Background: an optimization exercise with open tools, aiming at small area. Do not read the settings as production practice. For this run, only the layout was checked, not whether the RTL still works. Power is estimated from default activity; no workload was simulated.

==> flow/design.v <==
`timescale 1ns/1ps
module fifo_sc #(
    parameter DATA_WIDTH = 8,
    parameter DEPTH = 16
)(
    input  wire                  clk,
    input  wire                  resetn,
    input  wire [DATA_WIDTH-1:0] din,
    input  wire                  wr_en,
    input  wire                  rd_en,
    output reg  [DATA_WIDTH-1:0] dout,
    output wire                  full,
    output wire                  empty
);
    localparam ADDR_BITS = $clog2(DEPTH);
    reg [DATA_WIDTH-1:0] mem [0:DEPTH-1];
    reg [ADDR_BITS:0] wptr;
    reg [ADDR_BITS:0] rptr;
    assign empty = (wptr == rptr);
    assign full  = (wptr[ADDR_BITS] != rptr[ADDR_BITS]) &&
                   (wptr[ADDR_BITS-1:0] == rptr[ADDR_BITS-1:0]);
    always @(posedge clk or negedge resetn)
        if (!resetn)
            wptr <= 0;
        else if (wr_en && !full) begin
            mem[wptr[ADDR_BITS-1:0]] <= din;
            wptr <= wptr + 1;
        end
    always @(posedge clk or negedge resetn)
        if (!resetn) begin
            rptr <= 0;
            dout <= 0;
        end else if (rd_en && !empty) begin
            dout <= mem[rptr[ADDR_BITS-1:0]];
            rptr <= rptr + 1;
        end
endmodule
`timescale 1ns/1ps
module spi_master (
    input  wire        clk,         
    input  wire        resetn,
    input  wire [7:0]  tx_data,
    input  wire        tx_start,
    output reg         spi_sclk,
    output reg         spi_mosi,
    input  wire        spi_miso,
    output reg         spi_cs,
    output reg         tx_done
);
    reg [2:0] div_cnt;
    reg       clk_en;        
    always @(posedge clk or negedge resetn)
        if (!resetn) begin
            div_cnt <= 0;
            clk_en  <= 0;
        end else begin
            div_cnt <= div_cnt + 1;
            clk_en  <= (div_cnt == 3'd7);
        end
    reg [7:0] shreg;
    reg [2:0] bitcnt;
    reg       active;
    always @(posedge clk or negedge resetn) begin
        if (!resetn) begin
            active   <= 0;
            spi_cs   <= 1;
            spi_sclk <= 0;
            spi_mosi <= 0;
            tx_done  <= 0;
        end else begin
            tx_done <= 0;
            if (tx_start && !active) begin
                active   <= 1;
                spi_cs   <= 0;
                shreg    <= tx_data;
                bitcnt   <= 3'd7;
                spi_sclk <= 0;
                spi_mosi <= tx_data[7];
            end
            if (active && clk_en) begin
                spi_sclk <= ~spi_sclk;
                if (spi_sclk == 0) begin
                    spi_mosi <= shreg[7];
                end else begin
                    shreg <= {shreg[6:0], 1'b0};
                    if (bitcnt == 0) begin
                        active  <= 0;
                        spi_cs  <= 1;
                        tx_done <= 1;
                    end else begin
                        bitcnt <= bitcnt - 1;
                    end
                end
            end
        end
    end
endmodule
`timescale 1ns/1ps
module ahb_spi_bridge(
    input  wire        HCLK,
    input  wire        HRESETn,
    input  wire [31:0] HADDR,
    input  wire [1:0]  HTRANS,
    input  wire        HWRITE,
    input  wire [31:0] HWDATA,
    output reg  [31:0] HRDATA,
    output wire        HREADY,
    output wire        HRESP,
    output wire spi_sclk,
    output wire spi_mosi,
    input  wire spi_miso,
    output wire spi_cs,
    output reg  spi_dc,
    output reg  tft_reset
);
    wire valid     = HTRANS[1];
    wire ahb_write = valid && HWRITE;
    wire [3:0] addr = HADDR[5:2];
    wire [7:0] fifo_dout;
    wire fifo_empty, fifo_full;
    reg  fifo_rd_en;
    fifo_sc fifo_inst (
        .clk    (HCLK),
        .resetn (HRESETn),
        .din    (HWDATA[7:0]),
        .wr_en  (ahb_write && addr == 4'h0 && !fifo_full),
        .rd_en  (fifo_rd_en),
        .dout   (fifo_dout),
        .full   (fifo_full),
        .empty  (fifo_empty)
    );
    assign HREADY = ~fifo_full;
    assign HRESP  = 1'b0;
    reg  tx_start;
    wire tx_done;
    spi_master spi_inst (
        .clk      (HCLK),
        .resetn   (HRESETn),
        .tx_data  (fifo_dout),
        .tx_start (tx_start),
        .spi_sclk (spi_sclk),
        .spi_mosi (spi_mosi),
        .spi_miso (spi_miso),
        .spi_cs   (spi_cs),
        .tx_done  (tx_done)
    );
    localparam IDLE=0, POP=1, LAUNCH=2, WAIT=3;
    reg [1:0] state;
    reg [31:0] tx_count;
    always @(posedge HCLK or negedge HRESETn)
        if (!HRESETn) begin
            state      <= IDLE;
            fifo_rd_en <= 0;
            tx_start   <= 0;
            tx_count   <= 0;
        end else begin
            fifo_rd_en <= 0;
            tx_start   <= 0;
            case (state)
                IDLE:
                    if (!fifo_empty)
                        state <= POP;
                POP: begin
                    fifo_rd_en <= 1;
                    state <= LAUNCH;
                end
                LAUNCH: begin
                    tx_start <= 1;
                    state <= WAIT;
                end
                WAIT:
                    if (tx_done) begin
                        tx_count <= tx_count + 1;
                        state <= IDLE;
                    end
            endcase
        end
    always @(posedge HCLK)
        if (ahb_write && addr == 4'h2)
            spi_dc <= HWDATA[0];
    always @(posedge HCLK or negedge HRESETn)
        if (!HRESETn)
            tft_reset <= 1'b1;      
        else if (ahb_write && addr == 4'h6)
            tft_reset <= HWDATA[0];
    reg [1:0] dbg_state;
    always @(posedge HCLK)
        dbg_state <= state;
    always @(*) begin
        case (addr)
            4'h2: HRDATA = {31'b0, spi_dc};                            
            4'h3: HRDATA = {29'b0, spi_dc, fifo_full, fifo_empty};     
            4'h4: HRDATA = tx_count;                                   
            4'h5: HRDATA = {30'b0, dbg_state};                         
            4'h6: HRDATA = {31'b0, tft_reset};                         
            default: HRDATA = 32'h0;
        endcase
    end
endmodule
`timescale 1ns/1ps
module axi4lite_to_ahb_bridge #(
    parameter ADDR_WIDTH = 32,
    parameter DATA_WIDTH = 32
)(
    input  wire                   ACLK,
    input  wire                   ARESETN,
    input  wire [ADDR_WIDTH-1:0]  AWADDR,
    input  wire                   AWVALID,
    output reg                    AWREADY,
    input  wire [DATA_WIDTH-1:0]  WDATA,
    input  wire [3:0]             WSTRB,
    input  wire                   WVALID,
    output reg                    WREADY,
    output reg [1:0]              BRESP,
    output reg                    BVALID,
    input  wire                   BREADY,
    input  wire [ADDR_WIDTH-1:0]  ARADDR,
    input  wire                   ARVALID,
    output reg                    ARREADY,
    output reg [DATA_WIDTH-1:0]   RDATA,
    output reg [1:0]              RRESP,
    output reg                    RVALID,
    input  wire                   RREADY,
    output reg [ADDR_WIDTH-1:0]   HADDR,
    output reg [1:0]              HTRANS,
    output reg                    HWRITE,
    output reg [2:0]              HSIZE,
    output reg [DATA_WIDTH-1:0]   HWDATA,
    input  wire [DATA_WIDTH-1:0]  HRDATA,
    input  wire                   HREADY,
    input  wire                   HRESP
);
    localparam TRN_IDLE   = 2'b00;
    localparam TRN_NONSEQ = 2'b10;
    localparam IDLE  = 3'd0,
               WADDR = 3'd1,
               WEXEC = 3'd2,
               WRESP = 3'd3,
               RADDR = 3'd4,
               REXEC = 3'd5;
    reg [2:0] state;
    reg aw_pending;
    reg w_pending;
    reg ar_pending;
    reg [ADDR_WIDTH-1:0] awbuf;
    reg [DATA_WIDTH-1:0] wbuf;
    reg [ADDR_WIDTH-1:0] arbuf;
    always @(posedge ACLK or negedge ARESETN) begin
        if (!ARESETN) begin
            AWREADY <= 0;
            WREADY  <= 0;
            ARREADY <= 0;
            BVALID  <= 0;
            BRESP   <= 2'b00;
            RVALID  <= 0;
            RRESP   <= 2'b00;
            RDATA   <= {DATA_WIDTH{1'b0}};
            HADDR   <= {ADDR_WIDTH{1'b0}};
            HWRITE  <= 1'b0;
            HTRANS  <= TRN_IDLE;
            HWDATA  <= {DATA_WIDTH{1'b0}};
            HSIZE   <= 3'b010;
            state <= IDLE;
            aw_pending <= 1'b0;
            w_pending  <= 1'b0;
            ar_pending <= 1'b0;
            awbuf <= {ADDR_WIDTH{1'b0}};
            wbuf  <= {DATA_WIDTH{1'b0}};
            arbuf <= {ADDR_WIDTH{1'b0}};
        end else begin
            AWREADY <= 0;
            WREADY  <= 0;
            ARREADY <= 0;
            if (BVALID && BREADY) BVALID <= 0;
            if (RVALID && RREADY) RVALID <= 0;
            case (state)
                IDLE: begin
                    HTRANS <= TRN_IDLE;
                    HWRITE <= 1'b0;
                    if (AWVALID && !aw_pending) begin
                        AWREADY <= 1;
                        aw_pending <= 1'b1;
                        awbuf <= AWADDR;
                    end
                    if (WVALID && !w_pending) begin
                        WREADY <= 1;
                        w_pending <= 1'b1;
                        wbuf <= WDATA;
                    end
                    if (aw_pending && w_pending) begin
                        HADDR <= awbuf;
                        HWRITE <= 1'b1;
                        HWDATA <= wbuf;
                        HTRANS <= TRN_NONSEQ;
                        state <= WEXEC;
                    end else if (AWVALID && !AWREADY && !aw_pending) begin
                    end
                    if (ARVALID && !ar_pending && !(aw_pending && w_pending)) begin
                        ARREADY <= 1;
                        ar_pending <= 1'b1;
                        arbuf <= ARADDR;
                        HADDR <= ARADDR;
                        HWRITE <= 1'b0;
                        HTRANS <= TRN_NONSEQ;
                        state <= REXEC;
                    end
                end
                WEXEC: begin
                    HTRANS <= TRN_NONSEQ;
                    HWRITE <= 1'b1;
                    HADDR  <= awbuf;
                    HWDATA <= wbuf;
                    HSIZE  <= 3'b010;
                    if (HREADY) begin
                        HTRANS <= TRN_IDLE;
                        BVALID <= 1'b1;
                        BRESP  <= 2'b00;  
                        aw_pending <= 1'b0;
                        w_pending <= 1'b0;
                        state <= WRESP;
                    end
                end
                WRESP: begin
                    HTRANS <= TRN_IDLE;
                    HWRITE <= 1'b0;
                    if (!BVALID) begin
                        state <= IDLE;
                    end else begin
                        if (BVALID && BREADY) begin
                            state <= IDLE;
                        end
                    end
                end
                REXEC: begin
                    HTRANS <= TRN_NONSEQ;
                    HWRITE <= 1'b0;
                    HADDR  <= arbuf;
                    HSIZE  <= 3'b010;
                    if (HREADY) begin
                        RDATA <= HRDATA;
                        RRESP <= 2'b00;
                        RVALID <= 1'b1;
                        ar_pending <= 1'b0;
                        HTRANS <= TRN_IDLE;
                        state <= RRESP;
                    end
                end
                RRESP: begin
                    HTRANS <= TRN_IDLE;
                    if (RVALID && RREADY) begin
                        RVALID <= 1'b0;
                        state <= IDLE;
                    end
                end
                default: state <= IDLE;
            endcase
        end
    end
endmodule
`timescale 1ns/1ps
module top_pynq (
    input  wire         ACLK,
    input  wire         ARESETN,
    input  wire [31:0]  AWADDR,
    input  wire         AWVALID,
    output wire         AWREADY,
    input  wire [31:0]  WDATA,
    input  wire [3:0]   WSTRB,
    input  wire         WVALID,
    output wire         WREADY,
    output wire [1:0]   BRESP,
    output wire         BVALID,
    input  wire         BREADY,
    input  wire [31:0]  ARADDR,
    input  wire         ARVALID,
    output wire         ARREADY,
    output wire [31:0]  RDATA,
    output wire [1:0]   RRESP,
    output wire         RVALID,
    input  wire         RREADY,
    output wire spi_sclk,
    output wire spi_mosi,
    input  wire spi_miso,
    output wire spi_cs,
    output wire spi_dc,
    output wire tft_reset
);
    wire [31:0] haddr;
    wire [1:0]  htrans;
    wire        hwrite;
    wire [31:0] hwdata;
    wire [31:0] hrdata;
    wire        hready;
    wire [1:0]  hresp;
    axi4lite_to_ahb_bridge u_axi2ahb (
        .ACLK    (ACLK),
        .ARESETN (ARESETN),
        .AWADDR  (AWADDR),
        .AWVALID (AWVALID),
        .AWREADY (AWREADY),
        .WDATA   (WDATA),
        .WSTRB   (WSTRB),
        .WVALID  (WVALID),
        .WREADY  (WREADY),
        .BRESP   (BRESP),
        .BVALID  (BVALID),
        .BREADY  (BREADY),
        .ARADDR  (ARADDR),
        .ARVALID (ARVALID),
        .ARREADY (ARREADY),
        .RDATA   (RDATA),
        .RRESP   (RRESP),
        .RVALID  (RVALID),
        .RREADY  (RREADY),
        .HADDR   (haddr),
        .HTRANS  (htrans),
        .HWRITE  (hwrite),
        .HWDATA  (hwdata),
        .HRDATA  (hrdata),
        .HREADY  (hready),
        .HRESP   (hresp)
    );
    ahb_spi_bridge u_spi (
        .HCLK      (ACLK),
        .HRESETn   (ARESETN),
        .HADDR     (haddr),
        .HTRANS    (htrans),
        .HWRITE    (hwrite),
        .HWDATA    (hwdata),
        .HRDATA    (hrdata),
        .HREADY    (hready),
        .HRESP     (hresp),
        .spi_sclk  (spi_sclk),
        .spi_mosi  (spi_mosi),
        .spi_miso  (spi_miso),
        .spi_cs    (spi_cs),
        .spi_dc    (spi_dc),
        .tft_reset (tft_reset)
    );
endmodule
==> flow/run.sh <==
#!/bin/bash
# synth_recipe.tcl (not shown) runs the flow's synth.tcl, then flattens the netlist and writes it again
# the make line also repeats each setting of config.mk as NAME=value (left out here)
make -C /OpenROAD-flow-scripts/flow DESIGN_CONFIG=/design/flow/config.mk WORK_HOME=/design/flow/orfs CLKGATE_MAP_FILE= SYNTH_SCRIPT=/design/flow/synth_recipe.tcl finish
==> flow/config.mk <==
export PLATFORM = sky130hd
export DESIGN_NAME = top_pynq
export DESIGN_NICKNAME = top_pynq
export VERILOG_FILES = /design/flow/design.v
export SDC_FILE = /design/flow/constraint.sdc
export NUM_CORES = 4
export LEC_CHECK = 0
export CAP_MARGIN = 20
export CORE_MARGIN = 2
export CORE_UTILIZATION = 40
export SLEW_MARGIN = 20
==> flow/constraint.sdc <==
create_clock -name core_clock -period 5.0 [get_ports {ACLK}]
set_input_delay 1.0000 -clock core_clock [delete_from_list [all_inputs] [get_ports {ACLK}]]
set_output_delay 1.0000 -clock core_clock [all_outputs]
set_load 0.01 [all_outputs]
==> impl_metrics.csv <==
group,metric,value,unit
outcome,outcome,"timing/DRC/antenna clean",
synthesis,netlist_area,11700,µm²
final_layout,final_nets,1104,
timing,finalCriticalPeriod,3060,ps
clock_network,post_cts_resize_count,0,
drt,remaining_drc_errors,0,
drt,ant_nets,0,
timing,finalSetupViolations,0,
synthesis,synthDominantCellAreaShare,36.0,%
drt,highest-signal-layer,"met4",
synthesis,synth_cells,914,
placed_design,gp_routability_congestion,0.796,
min_path,min_path_type,"input port to async pin",
power_and_ir_drop,vdd_ir_drop_max,0.311,mV
final_layout,layout-drive-gt1-share,11.5,%
floorplan,core,28800,µm²
clock_network,cts_inserted_buffers,31,
drt,m1WireLength,12000,µm
timing,finalMaxSlewViolations,0,
clock_network,htree_levels,1,
placed_design,place_area,12700,µm²
critical_path,reg2reg_setup_slack,1940,ps
global_route,grt_pass1_vias,7212,
floorplan,die_h,175,µm
floorplan,core.rowCount,62,
clock_network,cts_hold_buffers,0,
critical_path,end_kind,"register",
clock_network,cts-root-buf,"clkbuf_16",
timing,report.final.hold_viol_count,0,
power_and_ir_drop,total_leakage_power,5.26,nW
placed_design,pre_cts_ws,1910,ps
synthesis,ys.warnings.count,7,
drt,route.met3.wl,1470,µm
power_and_ir_drop,powerDensity,538,nW/µm²
synthesis,synth_seq_area_share,65.6,%
power_and_ir_drop,post-layout-total-power,7.38,mW
final_layout,fillers,2536,
timing,setup_ws,1940,ps
timing,slew-limit-headroom,20.7,%
global_route,antenna_found_initial,0,
clock_network,tritoncts,"done",
synthesis,avgSynthCellArea,12.8,µm²
drt,wl_per_cell,17.8,µm
critical_path,crit_arrival,3230,ps
synthesis,synthTopCellsByArea,"edfxtp_1 36%, dfrtp_1 29%, nand2_1 3.8%, mux2_2 3.0%, o21ai_0 2.5%",
global_route,grt_pass1_wl,40200,µm
drt,dr.pass1.iters,5,
critical_path,start_kind,"register",
final_layout,fin_area,13700,µm²
timing,tightest_slew,1190,ps
global_route,overflow,0,
critical_path,cp.required,5170,ps
global_route,grt_max_degree,69,
final_layout,area_growth,17.2,%
timing,grt_setup_unrepaired,"false",
clock_network,clock_sinks,279,
drt,wl_met2,11000,µm
placed_design,dp_hpwl,15700,µm
synthesis,synth-main-ff-cell,"edfxtp_1",
drt,first_iter_violations,534,
drt,wl,24700,µm
timing,fin_crit_sh,61.2,%
drt,via_per_inst,5.22,
synthesis,synth_area_leader_cell,"edfxtp_1",
critical_path,worstSetupPathType,"register to register",
floorplan,dieArea,30600,µm²
run,maxCapViolCount,0,
clock_network,clkTransAtPathRegs,60,ps
timing,clock_skew,32.7,ps
clock_network,cts_setup_buffers,0,
timing,setup_tns,0,ps
floorplan,die_x,175,µm
synthesis,ys_seq_elements,279,
synthesis,synth-edff-count,140,
placed_design,io_buffers,64,
floorplan,ioPinCount,154,
final_layout,diodes,0,
global_route,grt.total_usage,16.4,%
synthesis,synth.distinct_cells,68,
clock_network,clock_latency,570,ps
critical_path,cp_max_fo,9,
timing,max_freq,327,MHz
floorplan,initial_core_util,40.6,%
synthesis,async_reset_ff_share,49.1,%
drt,vias,7243,
clock_network,clock_path_buffers,3,
state kept, by name, indices dropped and copies added, names as in the netlist, 8 cells and up:
register,flops
u_spi.fifo_inst.dout,8
u_axi2ahb.HWDATA,8
u_spi.spi_inst.shreg,8
u_axi2ahb.RDATA,32
u_spi.fifo_inst.mem,128
u_axi2ahb.wbuf,8
u_spi.tx_count,32
kinds of logic after synthesis:
| kind of cell | after synthesis | synth area share, % |
|---|---|---|
| compound gates | 175 | 10.0 |
| other cells | 1 | 0.0321 |
| flops | 279 | 65.6 |
| xor+xnor | 45 | 3.37 |
| mux | 51 | 4.70 |
| fa+ha+maj | 18 | 1.93 |
| simple gates | 270 | 11.3 |
| buf+inv | 75 | 2.98 |
worst max-delay path, cell delays in order (launching register included):
cell and delay (ps):
dfrtp_1 430, xnor2_1 650, o2111ai_4 280, or3_1 420, nor2_1 910
stage by stage:
step | instances | util, % | hold slack (ps)
detailed placement | 1329 | 44.1 | 425
CTS | 1387 | 47.6 | 262
floorplan | 917 | - | 399
global placement | 1329 | 44.1 | 412
finish | 1387 | 47.6 | 270
global route | 1387 | 47.6 | 263
final timing paths:
path	from	end	cells after the start
worst max-delay path	u_spi.fifo_inst.rptr[4]	u_spi.fifo_inst.mem[3][0]	4
worst min-delay path	ARESETN	u_spi.fifo_inst.dout[6]	1
worst max register to register	u_spi.fifo_inst.rptr[4]	u_spi.fifo_inst.mem[3][0]	4
worst min register to register	u_spi.spi_inst.div_cnt[0]	u_spi.spi_inst.div_cnt[0]	1
max in group asynchronous	ARESETN	u_spi.fifo_inst.wptr[2]	3
min in group core_clock	u_spi.spi_inst.div_cnt[0]	u_spi.spi_inst.div_cnt[0]	1
power breakdown:
part | switching [mW] | total (mW) | leakage (nW) | internal, mW
logic | 1.07 | 1.82 | 1.68 | 0.749
clock network | 0.930 | 2.27 | 0.511 | 1.34
registers | 0.408 | 3.29 | 3.08 | 2.88
layout by cell type (no fill, tap or decap), types with 19 or more instances in the layout:
master / count
nand2_1: 117
nor2_1: 54
clkdlybuf4s50_1: 63
nand3_1: 23
clkbuf_16: 31
a21oi_1: 29
dfrtp_1: 135
o21ai_0: 59
edfxtp_1: 140
mux2_2: 31
xnor2_1: 26
xor2_1: 19
inv_1: 28
mux2i_1: 20
layout make-up:
type | instances | area [µm²] | share of cell area (%)
Sequential cell | 279 | 7670 | 56.0
Multi-Input combinational cell | 563 | 3700 | 27.0
Clock buffer | 39 | 836 | 6.10
Timing Repair Buffer | 75 | 724 | 5.29
Tap cell | 384 | 480 | 3.51
Clock inverter | 19 | 189 | 1.38
Inverter | 28 | 105 | 0.767
synth_stat cells (all sizes together), types with 2 or more instances:
| library cell | instances |
|---|---|
| nand3b | 7 |
| nand2b | 4 |
| a211oi | 4 |
| dfstp | 2 |
| a2111oi | 3 |
| a222oi | 13 |
| ha | 18 |
| o31ai | 6 |
| nor3 | 11 |
| nand2 | 117 |
| mux2 | 31 |
| mux2i | 20 |
| o32ai | 2 |
| and3 | 9 |
| dfrtp | 135 |
| clkbuf | 15 |
| a221oi | 8 |
| nand4 | 15 |
| inv | 28 |
| o21ai | 62 |
| nand3 | 24 |
| dfxtp | 2 |
| a21oi | 29 |
| a21o | 3 |
| nor2b | 8 |
| and2 | 4 |
| nor3b | 2 |
| edfxtp | 140 |
| nor4 | 4 |
| or3b | 2 |
| buf | 32 |
| a22o | 13 |
| a32o | 2 |
| a311oi | 3 |
| nor2 | 57 |
| or2 | 3 |
| xnor2 | 26 |
| a22oi | 10 |
| xor2 | 19 |
| a31oi | 8 |
layer usage:
layer / GRT usage [%] / up-vias
met2: 24.8 / 183
li1: - / 3449
met3: 3.13 / 24
met1: 24.8 / 3587
met5: 0 / -
met4: 3.37 / 0

## what the ideal ports hide
The flow's constraints put no driver on any port. The routed layout listed below was extracted and timed again, unchanged, in two steps.
Step 1 assumes that a clkbuf_16 drives the clock port and a buf_2 every other input.
Step 2 moves the port delays by t, midway between the first and last clock arrival at a register: inputs arrive t later, outputs are due t later. That takes back most of the time a late clock gives input paths.
a / b / c = no drivers / after step 1 / after step 2; a / b = the first two.
t, ns: 0.607
slack for setup (ns): 1.938 / 1.938 / 1.938
hold WS [ns]: 0.270 / 0.265 / 0.425
After both steps this run still meets setup and hold. For this run, drivers alone change the setup slack by 0.000 ns; drivers and shift together by 0.000 ns.
